From an optimization exercise on the open Yosys and OpenROAD flow, aimed at small area and a short achievable clock period; shortcuts taken in it are not production practice. Only simulation tests tie the RTL to the original design; equivalence was not proved. Power and IR drop assume default switching activity.

### flow/run.sh
#!/bin/bash
# synth_recipe.tcl (not shown) runs the flow's synth.tcl, then flattens the netlist and writes it again
# the make line also repeats each setting of config.mk as NAME=value (left out here)
make -C /OpenROAD-flow-scripts/flow DESIGN_CONFIG=/design/flow/config.mk WORK_HOME=/design/flow/orfs CLKGATE_MAP_FILE= SYNTH_SCRIPT=/design/flow/synth_recipe.tcl finish
### flow/config.mk
export PLATFORM = sky130hd
export DESIGN_NAME = pipeline_riscv
export DESIGN_NICKNAME = pipeline_riscv
export VERILOG_FILES = /design/flow/design.v
export SDC_FILE = /design/flow/constraint.sdc
export NUM_CORES = 4
export LEC_CHECK = 0
export CAP_MARGIN = 20
export CORE_MARGIN = 2
export CORE_UTILIZATION = 40
export SLEW_MARGIN = 20
### flow/constraint.sdc
create_clock -name core_clock -period 16.0 [get_ports {clk}]
set_input_delay 3.2000 -clock core_clock [delete_from_list [all_inputs] [get_ports {clk}]]
set_output_delay 3.2000 -clock core_clock [all_outputs]
set_load 0.01 [all_outputs]
### flow/design.v
module pipeline_riscv(
    input clk,
    input reset_n,
    output [31:0] imem_addr,
    input [31:0] imem_data,
    output [14:0] dmem_addr,
    input [31:0] dmem_rdata,
    output dmem_we,
    output [3:0] dmem_wstrb,
    output [31:0] dmem_wdata,
    output [31:0] write_back_value,
    output [4:0] write_back_register
);
    localparam [1:0] WB_NORMAL = 2'b00, WB_LOAD = 2'b01, WB_JAL = 2'b10, WB_HICCUP = 2'b11;
    localparam [1:0] DM_NONE = 2'b00, DM_BYTE = 2'b01, DM_HWORD = 2'b10, DM_WORD = 2'b11;
    reg [31:0] f_ir;       
    reg [31:0] f_pc;       
    reg [1:0]  f_wbt;      
    reg        f_pload;    
    reg        f_phic;     
    reg        f_rst;      
    reg [31:0] r_a;        
    reg [31:0] r_b;        
    reg [31:0] r_x;        
    reg [4:0]  r_op;       
    reg        r_cb;       
    reg [1:0]  r_ws;       
    reg [1:0]  r_rs;       
    reg        r_ls;       
    reg [4:0]  r_rd;
    reg [1:0]  r_wbt;
    reg        r_jalr;     
    reg        r_ret;      
    reg [31:0] e_res;      
    reg [31:0] e_wd;       
    reg        e_mis;      
    reg        e_we;       
    reg [1:0]  e_ws;
    reg [1:0]  e_rs;
    reg        e_ls;
    reg [4:0]  e_rd;
    reg [1:0]  e_wbt;
    reg        fl_prev;    
    reg [31:0] rf [1:31];
    wire [31:0] alu_sum;
    wire f_isjal  = f_ir[6:0] == 7'b1101111;
    wire f_isjalr = f_ir[6:0] == 7'b1100111;
    wire [31:0] f_immj = {{11{f_ir[31]}}, f_ir[31], f_ir[19:12], f_ir[20], f_ir[30:21], 1'b0};
    wire [31:0] f_next = f_pc + (f_isjal ? f_immj : 32'd4);
    wire [31:0] pc_cur = r_jalr ? alu_sum :
                         e_mis ? e_res :
                         (f_phic | f_rst) ? f_pc : f_next;
    assign imem_addr = pc_cur;
    wire [31:0] ins = {imem_data[7:0], imem_data[15:8], imem_data[23:16], imem_data[31:24]};
    wire in_load = ins[6:0] == 7'b0000011;
    wire in_jal  = ins[6:0] == 7'b1101111 || ins[6:0] == 7'b1100111;
    wire need_hiccup = (!f_phic && ((f_pload && (f_ir[11:7] == ins[19:15] || f_ir[11:7] == ins[24:20])) || f_isjalr)) || r_ret;
    always @(posedge clk or negedge reset_n) begin
        if (!reset_n) begin
            f_pc <= 32'd0;
            f_wbt <= WB_HICCUP;
            f_pload <= 1'b0;
            f_phic <= 1'b0;
            f_rst <= 1'b1;
        end else begin
            f_pc <= pc_cur;
            f_wbt <= need_hiccup ? WB_HICCUP : (in_jal ? WB_JAL : in_load ? WB_LOAD : WB_NORMAL);
            f_pload <= in_load;
            f_phic <= f_phic ? 1'b0 : need_hiccup;
            f_rst <= 1'b0;
        end
    end
    always @(posedge clk)
        f_ir <= ins;
    wire [6:0] op = f_ir[6:0];
    wire [2:0] f3 = f_ir[14:12];
    wire [6:0] f7 = f_ir[31:25];
    wire d_lui = op == 7'b0110111, d_auipc = op == 7'b0010111, d_jal = op == 7'b1101111, d_jalr = op == 7'b1100111;
    wire d_br = op == 7'b1100011, d_load = op == 7'b0000011, d_store = op == 7'b0100011;
    wire d_f1 = op == 7'b0010011, d_f2 = op == 7'b0110011;
    wire ft_u = d_lui | d_auipc;
    wire ft_i = d_jalr | d_load | d_f1;
    wire has_rd = ft_u | ft_i | d_jal | d_f2;
    wire [4:0] d_rd = has_rd ? f_ir[11:7] : 5'd0;
    wire [31:0] d_imm = d_store ? {{20{f_ir[31]}}, f7, f_ir[11:7]} :
                        d_br ? {{20{f_ir[31]}}, f_ir[7], f_ir[30:25], f_ir[11:8], 1'b0} :
                        ft_u ? {f_ir[31:12], 12'h000} :
                        d_jal ? f_immj :
                        {{20{f_ir[31]}}, f_ir[31:20]};
    wire d_pfa = d_auipc | d_jal;
    wire d_ifb = !(d_f2 | d_br);
    reg [4:0] d_op;
    always @(*) begin
        d_op = 5'b00000;
        if (d_lui) d_op = 5'b00111;
        else if (d_br) begin
            case (f3)
                3'b000: d_op = 5'b01000;
                3'b001: d_op = 5'b01001;
                3'b100: d_op = 5'b01010;
                3'b101: d_op = 5'b01011;
                3'b110: d_op = 5'b01100;
                3'b111: d_op = 5'b01101;
                default: d_op = 5'b00000;
            endcase
        end else if (d_f1 || d_f2) begin
            case (f3)
                3'b000: d_op = (d_f2 && f7 == 7'b0100000) ? 5'b00001 : 5'b00000;
                3'b001: d_op = (f7 == 7'b0000000) ? 5'b10001 : 5'b00000;
                3'b010: d_op = (d_f1 || f7 == 7'b0000000) ? 5'b01010 : 5'b00000;
                3'b011: d_op = (d_f1 || f7 == 7'b0000000) ? 5'b01100 : 5'b00000;
                3'b100: d_op = (d_f1 || f7 == 7'b0000000) ? 5'b00101 : 5'b00000;
                3'b101: d_op = (f7 == 7'b0000000) ? 5'b10011 : (f7 == 7'b0100000) ? 5'b10010 : 5'b00000;
                3'b110: d_op = (d_f1 || f7 == 7'b0000000) ? 5'b00100 : 5'b00000;
                default: d_op = (d_f1 || f7 == 7'b0000000) ? 5'b00110 : 5'b00000;
            endcase
        end
    end
    wire [1:0] d_ws = (d_store && f3 == 3'b000) ? DM_BYTE :
                      (d_store && f3 == 3'b001) ? DM_HWORD :
                      (d_store && f3 == 3'b010) ? DM_WORD : DM_NONE;
    wire d_ldok = d_load && f3[1:0] != 2'b11;
    wire [1:0] d_rs = d_ldok ? (f3[1:0] == 2'b00 ? DM_BYTE : f3[1:0] == 2'b01 ? DM_HWORD : DM_WORD) : DM_NONE;
    wire d_ls = d_ldok && !f3[2];
    wire [31:0] alu_out;
    wire [31:0] wbv;
    wire [4:0] ra = f_ir[19:15];
    wire [4:0] rb = f_ir[24:20];
    wire [31:0] rf_a = (ra != 5'd0) ? rf[ra] : 32'd0;
    wire [31:0] rf_b = (rb != 5'd0) ? rf[rb] : 32'd0;
    wire r_fwd = r_wbt == WB_NORMAL && r_rd != 5'd0;
    wire e_fwd = (e_wbt == WB_LOAD || e_wbt == WB_NORMAL) && e_rd != 5'd0;
    wire [31:0] fwd_a = (r_fwd && r_rd == ra) ? alu_out : (e_fwd && e_rd == ra) ? wbv : rf_a;
    wire [31:0] fwd_b = (r_fwd && r_rd == rb) ? alu_out : (e_fwd && e_rd == rb) ? wbv : rf_b;
    wire fl = r_jalr ? 1'b0 : e_mis ? 1'b1 : !f_phic ? 1'b0 : fl_prev;
    always @(posedge clk) begin
        r_a <= d_pfa ? f_pc : fwd_a;
        r_b <= d_ifb ? d_imm : fwd_b;
        r_x <= d_store ? fwd_b : f_pc + (d_br ? d_imm : 32'd4);
        r_op <= d_op;
        r_cb <= d_br;
        r_ws <= d_ws;
        r_rs <= d_rs;
        r_ls <= d_ls;
        r_rd <= d_rd;
        r_wbt <= fl ? WB_HICCUP : f_wbt;
        fl_prev <= fl;
    end
    always @(posedge clk or negedge reset_n) begin
        if (!reset_n) begin
            r_jalr <= 1'b0;
            r_ret <= 1'b0;
        end else begin
            r_jalr <= d_jalr && f_wbt != WB_HICCUP;
            if (d_jalr) r_ret <= f_wbt != WB_HICCUP && f_ir[11:7] == 5'd0;
        end
    end
    wire sub = r_op != 5'b00000;
    wire [32:0] sum = {1'b0, r_a} + {1'b0, r_b ^ {32{sub}}} + {32'd0, sub};
    assign alu_sum = sum[31:0];
    wire eq = r_a == r_b;
    wire lt = (r_a[31] ^ r_b[31]) ? r_a[31] : sum[31];
    wire geu = sum[32];
    wire cmp = (r_op[2:1] == 2'b00 ? eq : r_op[2:1] == 2'b01 ? lt : geu) ^ r_op[0];
    wire shl = r_op[1] == 1'b0;
    reg [31:0] sh_in, sh_rev;
    integer k;
    always @(*) for (k = 0; k < 32; k = k + 1) sh_in[k] = shl ? r_a[31 - k] : r_a[k];
    wire [31:0] sh_o = sh_in >> r_b[4:0];
    always @(*) for (k = 0; k < 32; k = k + 1) sh_rev[k] = shl ? sh_o[31 - k] : sh_o[k];
    reg [31:0] alu_r;
    always @(*) begin
        case (r_op[4:3])
            2'b10, 2'b11: alu_r = sh_rev;
            2'b01: alu_r = {31'd0, cmp};
            default:
                case (r_op[2:0])
                    3'b100: alu_r = r_a | r_b;
                    3'b101: alu_r = r_a ^ r_b;
                    3'b110: alu_r = r_a & r_b;
                    3'b111: alu_r = r_b;
                    default: alu_r = sum[31:0];
                endcase
        endcase
    end
    assign alu_out = alu_r;
    wire [31:0] st_fmt = r_ws == DM_BYTE ? {4{r_x[7:0]}} :
                         r_ws == DM_HWORD ? {2{r_x[7:0], r_x[15:8]}} :
                         {r_x[7:0], r_x[15:8], r_x[23:16], r_x[31:24]};
    always @(posedge clk) begin
        e_res <= (r_wbt == WB_JAL || r_cb) ? r_x : alu_out;
        e_wd <= st_fmt;
        e_we <= !fl && r_wbt != WB_HICCUP && r_ws != DM_NONE && alu_out[31:20] == 12'h001;
        e_ws <= r_ws;
        e_rs <= r_rs;
        e_ls <= r_ls;
        e_rd <= r_rd;
        e_wbt <= fl ? WB_HICCUP : r_wbt;
    end
    always @(posedge clk or negedge reset_n) begin
        if (!reset_n) e_mis <= 1'b0;
        else e_mis <= r_wbt != WB_HICCUP && r_cb && alu_out[0];
    end
    assign dmem_addr = e_res[16:2];
    assign dmem_we = e_we;
    assign dmem_wdata = e_wd;
    assign dmem_wstrb = e_ws == DM_BYTE ? (4'b1000 >> e_res[1:0]) :
                        e_ws == DM_HWORD ? (e_res[1] ? 4'b0011 : 4'b1100) :
                        e_ws == DM_WORD ? 4'b1111 : 4'b0000;
    wire [31:0] d = dmem_rdata;
    reg [31:0] ldata;
    reg [7:0] lb;
    always @(*) begin
        case (e_res[1:0])
            2'b00: lb = d[31:24];
            2'b01: lb = d[23:16];
            2'b10: lb = d[15:8];
            default: lb = d[7:0];
        endcase
        case (e_rs)
            DM_BYTE: ldata = {{24{e_ls & lb[7]}}, lb};
            DM_HWORD: ldata = e_res[1] ? {{16{e_ls & d[7]}}, d[7:0], d[15:8]} : {{16{e_ls & d[23]}}, d[23:16], d[31:24]};
            DM_WORD: ldata = {d[7:0], d[15:8], d[23:16], d[31:24]};
            default: ldata = 32'd0;
        endcase
    end
    assign wbv = (e_wbt == WB_LOAD) ? ldata : e_res;
    wire [4:0] wbr = (e_wbt == WB_HICCUP) ? 5'd0 : e_rd;
    assign write_back_value = wbv;
    assign write_back_register = wbr;
    always @(posedge clk)
        if (wbr != 5'd0) rf[wbr] <= wbv;
endmodule
==> qor.yml <==
wl_met1_mm: 101
reg2reg_setup_slack_ps: 9560
outcome: "finished clean"
detail_route.vias_per_cell: 6.59
worst_slew_pin_slew_ps: 1300
hold-worst-slack_ps: 345
clkSinkCount: 1256
wl_per_cell_um: 35.8
clock_insertion_delay_worst_skew_ps: 830
io-pin-count: 187
h-tree-depth: 4
synth.avg_cell_area_sq_um: 13.4
globalRouteTotalUtil: 0.305
num_vias: 49566
netlist_instances: 5078
critical-path-top-delay-family: "compound AO/OA/AOI/OAI gates"
cts_hold_buffers: 0
cell_by_cell_listing_of_the_critical_path: "buf_4, or2_1, or2_2, buf_4, xnor2_1, ha_1, nand2_1, o211a_1, nor4_1, o21a_1, o21ai_1, o21bai_1, a21oi_1, xor2_1, a21oi_1, o21ai_0, a21oi_1, clkdlybuf4s50_1"
placementRows: 151
critical_path_cell_count: 18
gp_congestion: 1.01
final_layout_fill_cell_count: 15026
finish.utilization: 0.458
final_number_of_max_transition_violations: 0
skew_ps: 43.7
holdPathStages: 0
syn2layout_area_growth_pct: 13.8
cts_inserted_buffers: 140
clk_transition_reported_paths_ps: 60
slew-limit-headroom: 0.135
timing.critical_path.from_type: "register"
hpwl_reported_at_the_end_of_detailed_placement_mm: 173
postCtsSetupRepairBufs: 0
antenna_found_initial: 16
hold_path.startpoint: "r_rs[0]$_SDFF_PN0_"
cts_resized: 0
static-leakage-power_nw: 26.9
total_nets_final: 5418
worstSetupPathType: "reg2out"
power_density_nw_per_um2: 128
yosys_register_bits: 1256
route.met2.wl_mm: 123
netlist_area_sq_um: 68100
highest-signal-layer: "met5"
setup_viol: 0
horizontal_extent_of_the_die_um: 417
critical_path.n_buffers_inverters: 3
drt_wl_total_mm: 270
drive_above_1_share: 0.214
core_area_sq_um: 169000
first_global_vias: 47534
postRouteAntennaNets: 0
pin_count_of_the_biggest_net_entering_global_routing: 105
yosysSeqAreaShare: 0.518
async_set_or_reset_register_ratio_after_synthesis: 0.0318
post_synth_num_cell_types: 85
die_area_sq_um: 174000
initial_utilization: 0.402
final_min_period_ps: 10040
ff2ff_path_depth: 16
initialDrtViolationCount: 7052
cts_root_buf: "clkbuf_16"
drt-pass1-iter-count: 6
worst-endpoint-required_ps: 12800
aggregate_global_routing_overflow: 0
achievable-frequency_mhz: 99.6
synth_enable_flop_cells: 992
die-height_um: 417
critPathCaptureType: "output pin"
ys_dominant_reg_cell: "edfxtp_1"
grt_first_pass_wirelength_mm: 372
portBuffers: 186
crit_arrival_ps: 6840
critPathLaunch: "r_op[4]$_SDFF_PP0_"
setup_total_negative_slack_ps: 0
worstPathMaxFanout: 32
timing.final.hold_violations: 0
maxcap_violations: 0
post-route-period-util: 0.627
clockBufferDepth: 3
detail_route.drc_violations: 0
critical-path-max-stage-delay_ps: 660
reg2reg_from: "r_op[4]$_SDFF_PP0_"
power.ir.vdd_worst_mv: 0.127
synth.yosys.warnings: 1
rsz0062_at_grt: "no"
tritoncts: "yes"
holdCritPathClass: "reg2reg"
critical_path.most_common_cell: "a21oi_1"
cp_slowest_cell: "nor4_1"
dr_wl_met3_mm: 28.2
-- cells by family (layout without fill, tap and decap cells) --
| kind of cell | Yosys count | count (layout) | synth area share |
|---|---|---|---|
| AND/OR/NAND/NOR | 1017 | 1017 | 0.0660 |
| flip-flops | 1256 | 1256 | 0.518 |
| adder cells (fa/ha/maj) | 159 | 159 | 0.0295 |
| buffers and inverters | 517 | 743 | 0.0313 |
| other | 1 | 6 | 0.0000551 |
| XOR/XNOR | 135 | 135 | 0.0174 |
| AO/OA/AOI/OAI | 1106 | 1106 | 0.101 |
| multiplexers | 887 | 887 | 0.236 |
-- sequential cells by signal, summed over array words and instances, names as in the netlist, 32 cells and up --
signal and count:
e_res 32, e_wd 32, r_x 32, rf 992
r_b 32, f_ir 32, r_a 32, f_pc 32
-- power breakdown --
part / switching (mW) / internal, mW / leakage [nW]
Clock: 1.45 / 1.85 / 2.26
Sequential: 0.371 / 4.00 / 11.3
Combinational: 1.44 / 0.828 / 13.4
-- stage by stage --
step	worst slack [ps]	cells	cell area, sq um	power (mW)
2_1_floorplan	6850	5079	68100	5.46
3_3_place_gp	5930	7268	72800	6.62
3_5_place_dp	6360	7269	72900	6.63
4_1_cts	6050	7523	77500	9.90
5_1_grt	5660	7523	77500	10.2
6_report	5960	7527	77500	9.93
-- routing by layer --
metal | GRT usage | up-vias
met1 | 0.390 | 25511
li1 | - | 20282
met5 | 0 | -
met2 | 0.474 | 3076
met4 | 0.174 | 12
met3 | 0.0783 | 685
-- worst paths after layout --
| path | end |
|---|---|
| setup / recovery | imem_addr[26] |
| hold / removal | e_rs[0]$_DFF_P_ |
| setup reg to reg | e_we$_DFF_P_ |
| hold reg to reg | e_rs[0]$_DFF_P_ |
| max in group asynchronous | f_pc[20]$_DFF_PN0_ |
| min in group asynchronous | f_pc[9]$_DFF_PN0_ |
-- layout make-up --
class / instances / area (sq um) / share of cell area
multi-input cells: 3306 / 31100 / 0.401
flip-flops and latches: 1256 / 35300 / 0.456
diodes: 4 / 10.0 / 0.000129
clock buffers: 167 / 3670 / 0.0473
inverters: 145 / 549 / 0.00708
clock inverters: 87 / 1010 / 0.0130
repair buffers: 344 / 3100 / 0.0399
well taps: 2218 / 2780 / 0.0358
-- cells in the mapped netlist, drive strengths merged, types with 26 or more instances --
| library cell | number | area share |
|---|---|---|
| nand2b | 26 | 0.0024 |
| a21o | 60 | 0.0066 |
| a22oi | 38 | 0.0042 |
| a21oi | 380 | 0.028 |
| o21ai | 242 | 0.018 |
| mux4 | 569 | 0.19 |
| nor2 | 368 | 0.020 |
| clkbuf | 216 | 0.012 |
| buf | 156 | 0.011 |
| xor2 | 47 | 0.0060 |
| a221oi | 46 | 0.0061 |
| nor3 | 49 | 0.0036 |
| o22ai | 54 | 0.0050 |
| mux2 | 81 | 0.013 |
| a211oi | 71 | 0.0078 |
| inv | 141 | 0.0078 |
| dfxtp | 224 | 0.066 |
| o221ai | 37 | 0.0048 |
| and3 | 37 | 0.0034 |
| mux2i | 237 | 0.035 |
| xnor2 | 88 | 0.011 |
| ha | 156 | 0.029 |
| nand2 | 363 | 0.020 |
| nand3 | 33 | 0.0024 |
| edfxtp | 992 | 0.44 |
| dfrtp | 37 | 0.014 |
-- cells in the final DEF (no fill, tap or decap), drive strengths merged, types with 159 or more instances in the layout --
cell type,Yosys,layout
dfxtp,224,224
edfxtp,992,992
nor2,368,368
clkdlybuf4s50,0,185
o21ai,242,242
nand2,363,363
buf,156,159
clkbuf,216,167
mux2i,237,237
a21oi,380,380
mux4,569,569

## static timing again, ports no longer ideal
How much do the figures lean on ideal ports? The routed layout below was timed once more, with nothing changed but the port constraints. Step 1, drivers: a clkbuf_16 drives clk and a buf_2 each remaining input, both assumed. Step 2 adds t to the input delays and takes it off the output delays; t is the mean of the earliest and latest rising clock arrival at the registers after step 1. Input paths then give back, and output paths get back, about the clock's delay inside the block. Slacks: no drivers / after step 1 / after step 2; pairs: no drivers / after step 1.
t, ns: 0.885
slack for setup (ns): 5.963 / 5.881 / 6.287
hold slack, ns: 0.345 / 0.345 / 0.345
After both steps this run still meets setup and hold. The setup slack of this run moves by -0.082 ns with the drivers and by +0.324 ns with both steps.
